Source: an optimization exercise on an open RTL-to-GDS flow (aim: small area and a short achievable clock period). Production flows keep margins and buffers that such runs may drop. RTL that was checked went through simulation tests only; none was proved equivalent to the original.

==> inputs of trial 8 <==
==> flow/design.v <==
module procesadorVonNeumann(
	input wire clk,
	input wire reset,
	input wire wr,
	input wire [5:0] direccion,
	input wire [11:0] datoEntrante,
	output wire [11:0] datoSaliente
);
localparam NOP   = 4'd0,  LOAD = 4'd1,  STORE = 4'd2,  ADD = 4'd3;
localparam SUB   = 4'd4,  MUL  = 4'd5,  DIV   = 4'd6,  AND = 4'd7;
localparam OR    = 4'd8,  XOR  = 4'd9,  NOT   = 4'd10, JMP = 4'd11;
localparam INC   = 4'd12, DEC  = 4'd13, SHL   = 4'd14, SHR = 4'd15;
reg [11:0] acumulador;
reg [3:0]  registroInstruccion;
reg [5:0]  contador;
reg [5:0]  direccionOperando;
reg [11:0] operando1;      
reg [14:0] operando3;       
reg [14:0] operando5;       
reg [14:0] operando7;       
reg [11:0] memoria [0:63];
assign datoSaliente = acumulador;
wire [11:0] palabraPC = memoria[contador];
wire [5:0]  oaNext    = palabraPC[5:0];
wire [11:0] rdOA      = memoria[oaNext];
wire [11:0] cociente;
function [15:0] subw(input [14:0] x, input [14:0] k);
	reg [14:0] p, g, pp, gg;
	integer i, j;
	begin
		p = x ^ ~k;
		g = x & ~k;
		gg = g; pp = p;
		gg[0] = g[0] | p[0];
		for (i = 0; i < 4; i = i + 1)
			for (j = 14; j >= (1 << i); j = j - 1) begin
				gg[j] = gg[j] | (pp[j] & gg[j - (1 << i)]);
				pp[j] = pp[j] & pp[j - (1 << i)];
			end
		subw[15] = gg[14];
		subw[0]  = ~p[0];
		for (i = 1; i < 15; i = i + 1) subw[i] = p[i] ^ gg[i-1];
	end
endfunction
wire [14:0] dx0 = {12'd0, acumulador[11:9]};
wire [15:0] dd0_1 = subw(dx0, 15'(operando1));
wire [15:0] dd0_2 = subw(dx0, 15'({operando1, 1'd0}));
wire [15:0] dd0_3 = subw(dx0, 15'(operando3));
wire [15:0] dd0_4 = subw(dx0, 15'({operando1, 2'd0}));
wire [15:0] dd0_5 = subw(dx0, 15'(operando5));
wire [15:0] dd0_6 = subw(dx0, 15'({operando3, 1'd0}));
wire [15:0] dd0_7 = subw(dx0, 15'(operando7));
wire ds0_1 = dd0_1[15] & ~dd0_2[15];
wire ds0_2 = dd0_2[15] & ~dd0_3[15];
wire ds0_3 = dd0_3[15] & ~dd0_4[15];
wire ds0_4 = dd0_4[15] & ~dd0_5[15];
wire ds0_5 = dd0_5[15] & ~dd0_6[15];
wire ds0_6 = dd0_6[15] & ~dd0_7[15];
wire ds0_7 = dd0_7[15];
assign cociente[9] = ds0_1 | ds0_3 | ds0_5 | ds0_7;
assign cociente[10] = ds0_2 | ds0_3 | ds0_6 | ds0_7;
assign cociente[11] = ds0_4 | ds0_5 | ds0_6 | ds0_7;
wire [11:0] dr0 = ({12{ds0_1}} & dd0_1[11:0]) |
	({12{ds0_2}} & dd0_2[11:0]) |
	({12{ds0_3}} & dd0_3[11:0]) |
	({12{ds0_4}} & dd0_4[11:0]) |
	({12{ds0_5}} & dd0_5[11:0]) |
	({12{ds0_6}} & dd0_6[11:0]) |
	({12{ds0_7}} & dd0_7[11:0]) |
	({12{~dd0_1[15]}} & dx0[11:0]);
wire [14:0] dx1 = {9'd0, dr0[2:0], acumulador[8:6]};
wire [15:0] dd1_1 = subw(dx1, 15'(operando1));
wire [15:0] dd1_2 = subw(dx1, 15'({operando1, 1'd0}));
wire [15:0] dd1_3 = subw(dx1, 15'(operando3));
wire [15:0] dd1_4 = subw(dx1, 15'({operando1, 2'd0}));
wire [15:0] dd1_5 = subw(dx1, 15'(operando5));
wire [15:0] dd1_6 = subw(dx1, 15'({operando3, 1'd0}));
wire [15:0] dd1_7 = subw(dx1, 15'(operando7));
wire ds1_1 = dd1_1[15] & ~dd1_2[15];
wire ds1_2 = dd1_2[15] & ~dd1_3[15];
wire ds1_3 = dd1_3[15] & ~dd1_4[15];
wire ds1_4 = dd1_4[15] & ~dd1_5[15];
wire ds1_5 = dd1_5[15] & ~dd1_6[15];
wire ds1_6 = dd1_6[15] & ~dd1_7[15];
wire ds1_7 = dd1_7[15];
assign cociente[6] = ds1_1 | ds1_3 | ds1_5 | ds1_7;
assign cociente[7] = ds1_2 | ds1_3 | ds1_6 | ds1_7;
assign cociente[8] = ds1_4 | ds1_5 | ds1_6 | ds1_7;
wire [11:0] dr1 = ({12{ds1_1}} & dd1_1[11:0]) |
	({12{ds1_2}} & dd1_2[11:0]) |
	({12{ds1_3}} & dd1_3[11:0]) |
	({12{ds1_4}} & dd1_4[11:0]) |
	({12{ds1_5}} & dd1_5[11:0]) |
	({12{ds1_6}} & dd1_6[11:0]) |
	({12{ds1_7}} & dd1_7[11:0]) |
	({12{~dd1_1[15]}} & dx1[11:0]);
wire [14:0] dx2 = {6'd0, dr1[5:0], acumulador[5:3]};
wire [15:0] dd2_1 = subw(dx2, 15'(operando1));
wire [15:0] dd2_2 = subw(dx2, 15'({operando1, 1'd0}));
wire [15:0] dd2_3 = subw(dx2, 15'(operando3));
wire [15:0] dd2_4 = subw(dx2, 15'({operando1, 2'd0}));
wire [15:0] dd2_5 = subw(dx2, 15'(operando5));
wire [15:0] dd2_6 = subw(dx2, 15'({operando3, 1'd0}));
wire [15:0] dd2_7 = subw(dx2, 15'(operando7));
wire ds2_1 = dd2_1[15] & ~dd2_2[15];
wire ds2_2 = dd2_2[15] & ~dd2_3[15];
wire ds2_3 = dd2_3[15] & ~dd2_4[15];
wire ds2_4 = dd2_4[15] & ~dd2_5[15];
wire ds2_5 = dd2_5[15] & ~dd2_6[15];
wire ds2_6 = dd2_6[15] & ~dd2_7[15];
wire ds2_7 = dd2_7[15];
assign cociente[3] = ds2_1 | ds2_3 | ds2_5 | ds2_7;
assign cociente[4] = ds2_2 | ds2_3 | ds2_6 | ds2_7;
assign cociente[5] = ds2_4 | ds2_5 | ds2_6 | ds2_7;
wire [11:0] dr2 = ({12{ds2_1}} & dd2_1[11:0]) |
	({12{ds2_2}} & dd2_2[11:0]) |
	({12{ds2_3}} & dd2_3[11:0]) |
	({12{ds2_4}} & dd2_4[11:0]) |
	({12{ds2_5}} & dd2_5[11:0]) |
	({12{ds2_6}} & dd2_6[11:0]) |
	({12{ds2_7}} & dd2_7[11:0]) |
	({12{~dd2_1[15]}} & dx2[11:0]);
wire [14:0] dx3 = {3'd0, dr2[8:0], acumulador[2:0]};
wire [15:0] dd3_1 = subw(dx3, 15'(operando1));
wire [15:0] dd3_2 = subw(dx3, 15'({operando1, 1'd0}));
wire [15:0] dd3_3 = subw(dx3, 15'(operando3));
wire [15:0] dd3_4 = subw(dx3, 15'({operando1, 2'd0}));
wire [15:0] dd3_5 = subw(dx3, 15'(operando5));
wire [15:0] dd3_6 = subw(dx3, 15'({operando3, 1'd0}));
wire [15:0] dd3_7 = subw(dx3, 15'(operando7));
wire ds3_1 = dd3_1[15] & ~dd3_2[15];
wire ds3_2 = dd3_2[15] & ~dd3_3[15];
wire ds3_3 = dd3_3[15] & ~dd3_4[15];
wire ds3_4 = dd3_4[15] & ~dd3_5[15];
wire ds3_5 = dd3_5[15] & ~dd3_6[15];
wire ds3_6 = dd3_6[15] & ~dd3_7[15];
wire ds3_7 = dd3_7[15];
assign cociente[0] = ds3_1 | ds3_3 | ds3_5 | ds3_7;
assign cociente[1] = ds3_2 | ds3_3 | ds3_6 | ds3_7;
assign cociente[2] = ds3_4 | ds3_5 | ds3_6 | ds3_7;
reg [11:0] resultado;
always @* begin
	case (registroInstruccion)
		LOAD:    resultado = operando1;
		ADD:     resultado = acumulador + operando1;
		SUB:     resultado = acumulador - operando1;
		MUL:     resultado = acumulador * operando1;
		DIV:     resultado = cociente;
		AND:     resultado = acumulador & operando1;
		OR:      resultado = acumulador | operando1;
		XOR:     resultado = acumulador ^ operando1;
		NOT:     resultado = {4'hF, ~operando1[7:0]};
		INC:     resultado = operando1 + 12'd1;
		DEC:     resultado = operando1 - 12'd1;
		SHL:     resultado = {operando1[10:0], 1'b0};
		SHR:     resultado = {1'b0, operando1[11:1]};
		default: resultado = acumulador;    
	endcase
end
wire esStore = (registroInstruccion == STORE);
wire esJmp   = (registroInstruccion == JMP);
wire fwd     = esStore & (direccionOperando == oaNext);
wire [11:0] opNext = fwd ? acumulador : rdOA;
wire portHit = (direccion == direccionOperando);
wire [11:0] opNew = wr ? datoEntrante : opNext;
wire [14:0] mNext3 = 15'd3 * opNew;
wire [14:0] mNext5 = 15'd5 * opNew;
wire [14:0] mNext7 = 15'd7 * opNew;
always @(posedge clk or posedge reset) begin
	if (reset) begin
		acumulador          <= 12'd0;
		registroInstruccion <= NOP;
		contador            <= 6'd0;
	end else if (!wr) begin
		acumulador          <= resultado;
		registroInstruccion <= palabraPC[11:8];
		contador            <= esJmp ? operando1[5:0] : contador + 6'd1;
	end
end
always @(posedge clk) begin
	if (!reset) begin
		if (wr) memoria[direccion] <= datoEntrante;
		else if (esStore) memoria[direccionOperando] <= acumulador;
		if (!wr) direccionOperando <= oaNext;
		if (!wr || portHit) begin
			operando1 <= opNew;
			operando3 <= mNext3;
			operando5 <= mNext5;
			operando7 <= mNext7;
		end
	end
end
endmodule
==> flow/flow/run.sh <==
#!/bin/bash
# Own flow: the standard ORFS flow (standard.sh) with three changes.
#  - Yosys's adder extraction (extract_fa + sky130 fa/ha map) is off, so ABC
#    maps the arithmetic itself (much shorter paths through the divider).
#  - repair_timing works to a larger setup margin, so that the resizer also
#    improves paths that already meet the 23 ns clock; the SDC is unchanged.
#  - CTS builds the tree without dummy loads.
MARGIN=$(cat flow/margin.txt 2>/dev/null || echo 16)
export ADDER_MAP_FILE=
export CTS_ARGS="-sink_clustering_enable -repair_clock_nets -dont_use_dummy_load"
sed -e "s/SETUP_SLACK_MARGIN=[-0-9.]*/SETUP_SLACK_MARGIN=$MARGIN/" standard.sh > flow_standard.sh
bash flow_standard.sh synth > synth.log 2>&1 || exit 1
bash flow_standard.sh finish > layout.log 2>&1 || exit 1
==> flow/flow/margin.txt <==
16
==> flow/standard.sh <==
#!/bin/bash
# synth_recipe.tcl (not shown) runs the flow's synth.tcl, then flattens the netlist and writes it again
# the make line also repeats each setting of config.mk as NAME=value (left out here)
make -C /OpenROAD-flow-scripts/flow DESIGN_CONFIG=/design/flow/config.mk WORK_HOME=/design/flow/orfs CLKGATE_MAP_FILE= SYNTH_SCRIPT=/design/flow/synth_recipe.tcl "${@:-finish}"
==> flow/config.mk <==
export PLATFORM = sky130hd
export DESIGN_NAME = procesadorVonNeumann
export DESIGN_NICKNAME = procesadorVonNeumann
export VERILOG_FILES = /design/flow/design.v
export SDC_FILE = /design/flow/constraint.sdc
export NUM_CORES = 4
export LEC_CHECK = 0
export CAP_MARGIN = 20
export CORE_MARGIN = 2
export CORE_UTILIZATION = 55
export PLACE_DENSITY = 0.7
export SETUP_SLACK_MARGIN = 1.0
export SLEW_MARGIN = 20
==> flow/constraint.sdc <==
create_clock -name core_clock -period 23.0 [get_ports {clk}]
set_input_delay 4.6000 -clock core_clock [delete_from_list [all_inputs] [get_ports {clk}]]
set_output_delay 4.6000 -clock core_clock [all_outputs]
set_load 0.01 [all_outputs]
==> inputs of trial 43, as changes to trial 8 <==
--- a/flow/design.v
+++ b/flow/design.v
@@ -20,9 +20,20 @@
 reg [14:0] operando7;       
 reg [11:0] memoria [0:63];
 assign datoSaliente = acumulador;
-wire [11:0] palabraPC = memoria[contador];
-wire [5:0]  oaNext    = palabraPC[5:0];
-wire [11:0] rdOA      = memoria[oaNext];
+reg  [11:0] palabraPC;      
+reg  [11:0] rdOA;           
+wire [5:0]  oaNext = palabraPC[5:0];
+integer ri;
+always @* begin
+	palabraPC = 12'd0;
+	for (ri = 0; ri < 64; ri = ri + 1)
+		palabraPC = palabraPC | ({12{contador == ri}} & memoria[ri]);
+end
+always @* begin
+	rdOA = 12'd0;
+	for (ri = 0; ri < 64; ri = ri + 1)
+		rdOA = rdOA | ({12{oaNext == ri}} & memoria[ri]);
+end
 wire [11:0] cociente;
 function [15:0] subw(input [14:0] x, input [14:0] k);
 	reg [14:0] p, g, pp, gg;
- CORE_UTILIZATION: 55 -> 40
- PLACE_DENSITY: 0.7 -> 0.6
- TNS_END_PERCENT: default -> 1
==> comparison <==
- Against trial 8, the wire length of trial 43 is higher by 99%.
- Against trial 8, the die area of trial 43 is higher by about 35%.
- Of trial 43 and trial 8, trial 43 has the higher critical path depth (gap 3).
- First-iteration DRC count: trial 8 is lower than trial 43 (43%).
- Flip-flop and latch count is the same in trial 43 and trial 8.
- Of trial 8 and trial 43, trial 8 has the higher sequential share of layout area (gap 0.61 points).
- Against trial 43, the final area of trial 8 is smaller by 1.5%.
- In trial 8 the cell count is smaller than in trial 43, by about 22%.
The RTL of trial 43 was laid out without a check of its function.

==> static timing again, ports no longer ideal <==
The flow's constraints put no driver on any port. The routed layouts listed below were extracted and timed again, unchanged, in two steps.
Step 1: set_driving_cell puts a clkbuf_16 on clk and a buf_2 on each other input, an assumption about the parent block.
Step 2 also shifts input and output timing later by t, the mid clock arrival at the registers, as if the neighbouring blocks saw the same clock.
Slacks: ideal ports / drivers / drivers and shift; pairs: ideal ports / drivers.
| run | t, ns | setup WS [ns] | worst setup path at the end | clock arrival spread, ns | pins driven straight from the clock port |
|---|---|---|---|---|---|
| trial 8 | 0.698 | 14.974 / 14.974 / 14.803 | input to register | 0.070 / 0.069 | 1 |
| trial 43 | 0.768 | 14.637 / 14.637 / 14.072 | input to register | 0.077 / 0.077 | 1 |
After both steps setup and hold are still met in every run listed. For trial 43, which loses most, drivers alone change the setup slack by 0.000 ns; drivers and shift together by -0.565 ns.
